Context: an optimization exercise on an open-source flow, tuned for small area, a short achievable clock period and few clock cycles per item. The choices shown serve that exercise and are no tape-out recipe.
Function was checked by simulation only, so behaviour that the tests miss may differ from the original.
Power is estimated from default activity; no workload was simulated.

## iterativeDivision
module iterativeDivision
  #(parameter int unsigned DATA_W = 32)
  ( input  var logic i_clk
  , input  var logic i_rst  
  , input  var logic [DATA_W-1:0] i_dividend
  , input  var logic [DATA_W-1:0] i_divisor
  , input  var logic i_start  
  , output var logic [DATA_W-1:0] o_quotient
  , output var logic [DATA_W-1:0] o_remainder
  , output var logic o_finish  
  );
Size in the first run: ~2,400 cells after synthesis, roughly 130 I/O pins.
Settings: LEC_CHECK=0, ABC_AREA=1, CAP_MARGIN=20, CORE_MARGIN=2, CORE_UTILIZATION=40, SETUP_SLACK_MARGIN=5.0, SLEW_MARGIN=20; clock period 8.0 ns.
standard.sh (not shown) runs the stock make flow with config.mk's settings and CLKGATE_MAP_FILE= SYNTH_SCRIPT=/design/flow/synth_recipe.tcl, a recipe that flattens the netlist after the stock synthesis.
==> flow/flow/run.sh <==
#!/bin/bash
# Standard layout, with the port buffers made from the smallest buffer cell
# (repair may still resize them). make's output goes to flow_make.log; each
# ORFS step writes its own log under orfs/logs/.
set -euo pipefail
export BUFFER_PORTS_ARGS="-buffer_cell sky130_fd_sc_hd__buf_1"
bash standard.sh finish > flow_make.log 2>&1
The starting point went through all stages and came out clean.
Testbench counts at the start, summed over its fixed seeds: cycles 13,806, items 3,200.
==> next run, changes <==
==> flow/run.sh (new file) <==
#!/bin/bash
# synth_recipe.tcl (not shown) runs the flow's synth.tcl, then flattens the netlist and writes it again
# the make line also repeats each setting of config.mk as NAME=value (left out here)
make -C /OpenROAD-flow-scripts/flow DESIGN_CONFIG=/design/flow/config.mk WORK_HOME=/design/flow/orfs CLKGATE_MAP_FILE= SYNTH_SCRIPT=/design/flow/synth_recipe.tcl finish
--- a/flow/config.mk
+++ b/flow/config.mk
@@ -12 +12 @@
-export SETUP_SLACK_MARGIN = 5.0
+export SETUP_SLACK_MARGIN = 4.5
removed: flow/flow/run.sh
removed: flow/standard.sh
Power goes down by 13%.
Utilization goes down by 1.1 points.
Wire length goes down by 3.1%.
Via count goes down by 3.6%.
Clock power goes down by about 4%.
Non-clock buffer count goes down by 47.
Maximum frequency goes up by 1.8%.
Synthesized cell count is unchanged.
Cell area goes down by 2.2%.
First-iteration DRC count goes down by 16%.
Sequential share of layout area goes up by 0.20 points.
==> next run, changes <==
--- a/flow/config.mk
+++ b/flow/config.mk
@@ -11 +11,2 @@
-export CORE_UTILIZATION = 40
+export CORE_UTILIZATION = 55
+export PLACE_DENSITY = 0.7
Global-route usage is higher by 8.4 points.
Die area is lower by 27%.
Worst setup slack is better by 66 ps.

---

run 1:
iterativeDivision, a different RTL version from the one above (not shown whole).
For scale: about 1600 cells after synthesis, roughly 120 flip-flops, roughly 130 I/O pins, roughly 9300 sq um of cells after synthesis.
// iterativeDivision
module iterativeDivision
  #(parameter int unsigned DATA_W = 32)
  ( input  var logic i_clk
  , input  var logic i_rst  
  , input  var logic [DATA_W-1:0] i_dividend
  , input  var logic [DATA_W-1:0] i_divisor
  , input  var logic i_start  
  , output var logic [DATA_W-1:0] o_quotient
  , output var logic [DATA_W-1:0] o_remainder
  , output var logic o_finish  
  );
  function automatic logic [5:0] clz32(input logic [31:0] x);
    logic [15:0] z1; logic [15:0] c1;       
    logic [7:0]  z2; logic [15:0] c2;       
    logic [3:0]  z3; logic [11:0] c3;       
    logic [1:0]  z4; logic [7:0]  c4;       
    logic        z5; logic [4:0]  c5;
    for (int i = 0; i < 16; i++) begin
      z1[i] = !(x[2*i+1] || x[2*i]);
      c1[i] = !x[2*i+1];
    end
    for (int i = 0; i < 8; i++) begin
      z2[i]         = z1[2*i+1] && z1[2*i];
      c2[2*i+:2]    = z1[2*i+1] ? {1'b1, c1[2*i]} : {1'b0, c1[2*i+1]};
    end
    for (int i = 0; i < 4; i++) begin
      z3[i]         = z2[2*i+1] && z2[2*i];
      c3[3*i+:3]    = z2[2*i+1] ? {1'b1, c2[4*i+:2]} : {1'b0, c2[4*i+2+:2]};
    end
  ...
Settings: LEC_CHECK=0, ABC_AREA=1, CAP_MARGIN=20, CORE_MARGIN=2, CORE_UTILIZATION=40, SETUP_SLACK_MARGIN=5.0, SLEW_MARGIN=20; clock period 8.0 ns.
==> flow/flow/run.sh <==
#!/bin/bash
# Standard layout, with the port buffers made from the smallest buffer cell
# (repair may still resize them), and timing repair aimed at a 5.6 ns setup
# margin. make's output goes to flow_make.log; each ORFS step writes its own
# log under orfs/logs/.
set -euo pipefail
export BUFFER_PORTS_ARGS="-buffer_cell sky130_fd_sc_hd__buf_1"
bash standard.sh finish SETUP_SLACK_MARGIN=5.6 > flow_make.log 2>&1
Run 1 was carried through to the last stage, and its layout satisfied the timing, design-rule and antenna checks.
Testbench counts of run 1, summed over its fixed seeds: cycles 22,318, items 3,200.
> inputs changed (run 1 -> run 2)
Settings: clearing ABC_AREA, which used to be 1.
==> flow/flow/run.sh <==
#!/bin/bash
# Standard layout, with the port buffers made from the smallest buffer cell
# (repair may still resize them). make's output goes to flow_make.log; each
# ORFS step writes its own log under orfs/logs/.
set -euo pipefail
export BUFFER_PORTS_ARGS="-buffer_cell sky130_fd_sc_hd__buf_1"
bash standard.sh finish > flow_make.log 2>&1
Results
Note that the non-clock buffer count recorded for run 2 amounts to 0.74 times the value seen in run 1. Compared with run 1, run 2 shows total wirelength of the detailed-routed design that has gone down by more than a quarter. Achievable frequency (run 2 / run 1): 0.867. Combinational family with the most area after synthesis = simple AND/OR/NAND/NOR gates: run 1; combinational family with the most area after synthesis = compound AO/OA/AOI/OAI gates: run 2. Run 2 vs. run 1: starting density of the core went down by 0.62 points.
Inputs modified between run 2 and run 3:
Settings: setting CTS_CLUSTER_SIZE to 18 for the first time; setting ABC_AREA to 1 for the first time; setting CTS_BUF_LIST to sky130_fd_sc_hd__clkbuf_8 for the first time.
In the metrics for run 3 and run 2, the one carrying the higher wire length is run 3. Compared with run 2, run 3 shows a total number of nets in the final design that is 506 higher. Diff run 2 -> run 3 | area taken by multi-input logic gates | down slightly. Run 2 → run 3: synthesized cell count now sits higher; synthesis-to-finish area growth fell by 17 points. Diff run 2 -> run 3 | die area | up by more than 10%. [compare] base=run 2 new=run 3: width of the chip went up 7.8 um, fmax went up 32 MHz.
> inputs changed (run 3 -> run 4)
Settings: a deleted CTS_BUF_LIST that had been sky130_fd_sc_hd__clkbuf_8; a deleted CTS_CLUSTER_SIZE that had been 18.
==> flow/flow/run.sh <==
#!/bin/bash
# Standard layout, with the port buffers made from the smallest buffer cell
# (repair may still resize them), and timing repair aimed at a 5.3 ns setup
# margin. make's output goes to flow_make.log; each ORFS step writes its own
# log under orfs/logs/.
set -euo pipefail
export BUFFER_PORTS_ARGS="-buffer_cell sky130_fd_sc_hd__buf_1"
bash standard.sh finish SETUP_SLACK_MARGIN=5.3 > flow_make.log 2>&1
Results
- Run 4 ran to completion and came out clean on the timing, design-rule and antenna checks.
- Between run 3 and run 4, the portion of total power attributed to combinational logic is higher for run 3.
- From run 3 to run 4 the numbers moved as follows: total leakage power now larger; detailed route wirelength on metal3 now larger; number of ports placed on the die boundary comparable; first-pass GRT wire length now larger; clock group share of total power now larger.
- Between run 3 and run 4, the flow reports maximum frequency increasing by a few percent.
- The estimated power of run 4 ends up higher than the estimate for run 3.
- Diff run 3 -> run 4 | data arrival time at the worst-slack endpoint | decrease of 0.13 ns
What run 5 does differently from run 4 at the input level:
==> flow/flow/run.sh <==
#!/bin/bash
# Standard layout, with the port buffers made from the smallest buffer cell
# (repair may still resize them), and timing repair aimed at a 5.15 ns setup
# margin. make's output goes to flow_make.log; each ORFS step writes its own
# log under orfs/logs/.
set -euo pipefail
export BUFFER_PORTS_ARGS="-buffer_cell sky130_fd_sc_hd__buf_1"
bash standard.sh finish SETUP_SLACK_MARGIN=5.15 > flow_make.log 2>&1
Results
Fmax | run 5 vs run 4 | run 5 slower. The lower total length of routed met3 wires came out of run 5. [compare] base=run 4 new=run 5: routed metal-1 wire length fell 2.3%; final area fell 3.3%; sum of net half-perimeters after detailed placement fell about 1.3%. Delta (run 5 minus run 4): number of cells produced by synthesis ~0 delta; wire length of the first global-routing pass has decreased.
## Diff of input files: run 6 against run 5
Settings: CORE_UTILIZATION changed from 40 to 50.
==> flow/flow/run.sh <==
#!/bin/bash
# Standard layout, with the port buffers made from the smallest buffer cell
# (repair may still resize them). make's output goes to flow_make.log; each
# ORFS step writes its own log under orfs/logs/.
set -euo pipefail
export BUFFER_PORTS_ARGS="-buffer_cell sky130_fd_sc_hd__buf_1"
bash standard.sh finish > flow_make.log 2>&1
--- outcome ---
For run 5, the worst setup path endpoint was o_finish, unlike run 6, where it was rem_q[16].
Comparing run 6 and run 5, the higher number of placement rows is on run 5.
Run 6 -> run 5: synthesized cell count delta 0, exact match
Measured against each other, run 6 and run 5 differ in met3 wirelength from detailed routing, the lower figure coming from run 5.
Relative to run 5, run 6 degrades reg2reg setup slack.
Run 6: fraction of area in registers is 0.77 points higher than what run 5 reported.
Run 6 against run 5: number of non-clock buffers in the layout fell by 8, count of buffer and inverter cells on the critical path rose by 1.
Re share of total power consumed by net switching: run 6 and run 5 aren't equal, and the higher value belongs to run 6.
Worst setup slack, run 6 and run 5: smaller value in run 6

## separate check: timing with driven ports
No port has a modelled driver above. Below, the same layouts with a new extraction and two added sets of constraints. Step 1 assumes that a clkbuf_16 drives the clock port and a buf_2 every other input. Step 2 also shifts input and output timing later by t, the mid clock arrival at the registers, as if the neighbouring blocks saw the same clock. a / b / c = ideal ports / drivers / drivers and shift; a / b = the first two.
run	t, ns	slack for setup (ns)	hold slack, ns	worst data-port slew with drivers (ns)
the first run of note 1	0.420	4.282 / 4.308 / 3.888	0.474 / 0.474 / 0.474	0.05
the second run of note 1	0.428	4.348 / 4.379 / 3.951	0.452 / 0.452 / 0.452	0.07
the third run of note 1	0.421	4.414 / 4.422 / 4.001	0.460 / 0.460 / 0.460	0.05
run 1	0.477	5.186 / 5.135 / 4.966	0.452 / 0.452 / 0.452	0.07
run 2	0.465	4.752 / 4.763 / 4.299	0.448 / 0.448 / 0.448	0.05
run 3	0.506	5.055 / 5.013 / 4.601	0.457 / 0.457 / 0.457	0.04
run 4	0.479	5.186 / 5.138 / 4.831	0.457 / 0.457 / 0.457	0.04
run 5	0.475	5.149 / 5.102 / 4.771	0.452 / 0.452 / 0.452	0.05
run 6	0.472	5.070 / 5.053 / 4.623	0.462 / 0.462 / 0.462	0.05
After both steps setup and hold are still met in every run listed. The setup slack of run 3, which loses most, moves by -0.042 ns with the drivers and by -0.454 ns with both steps.
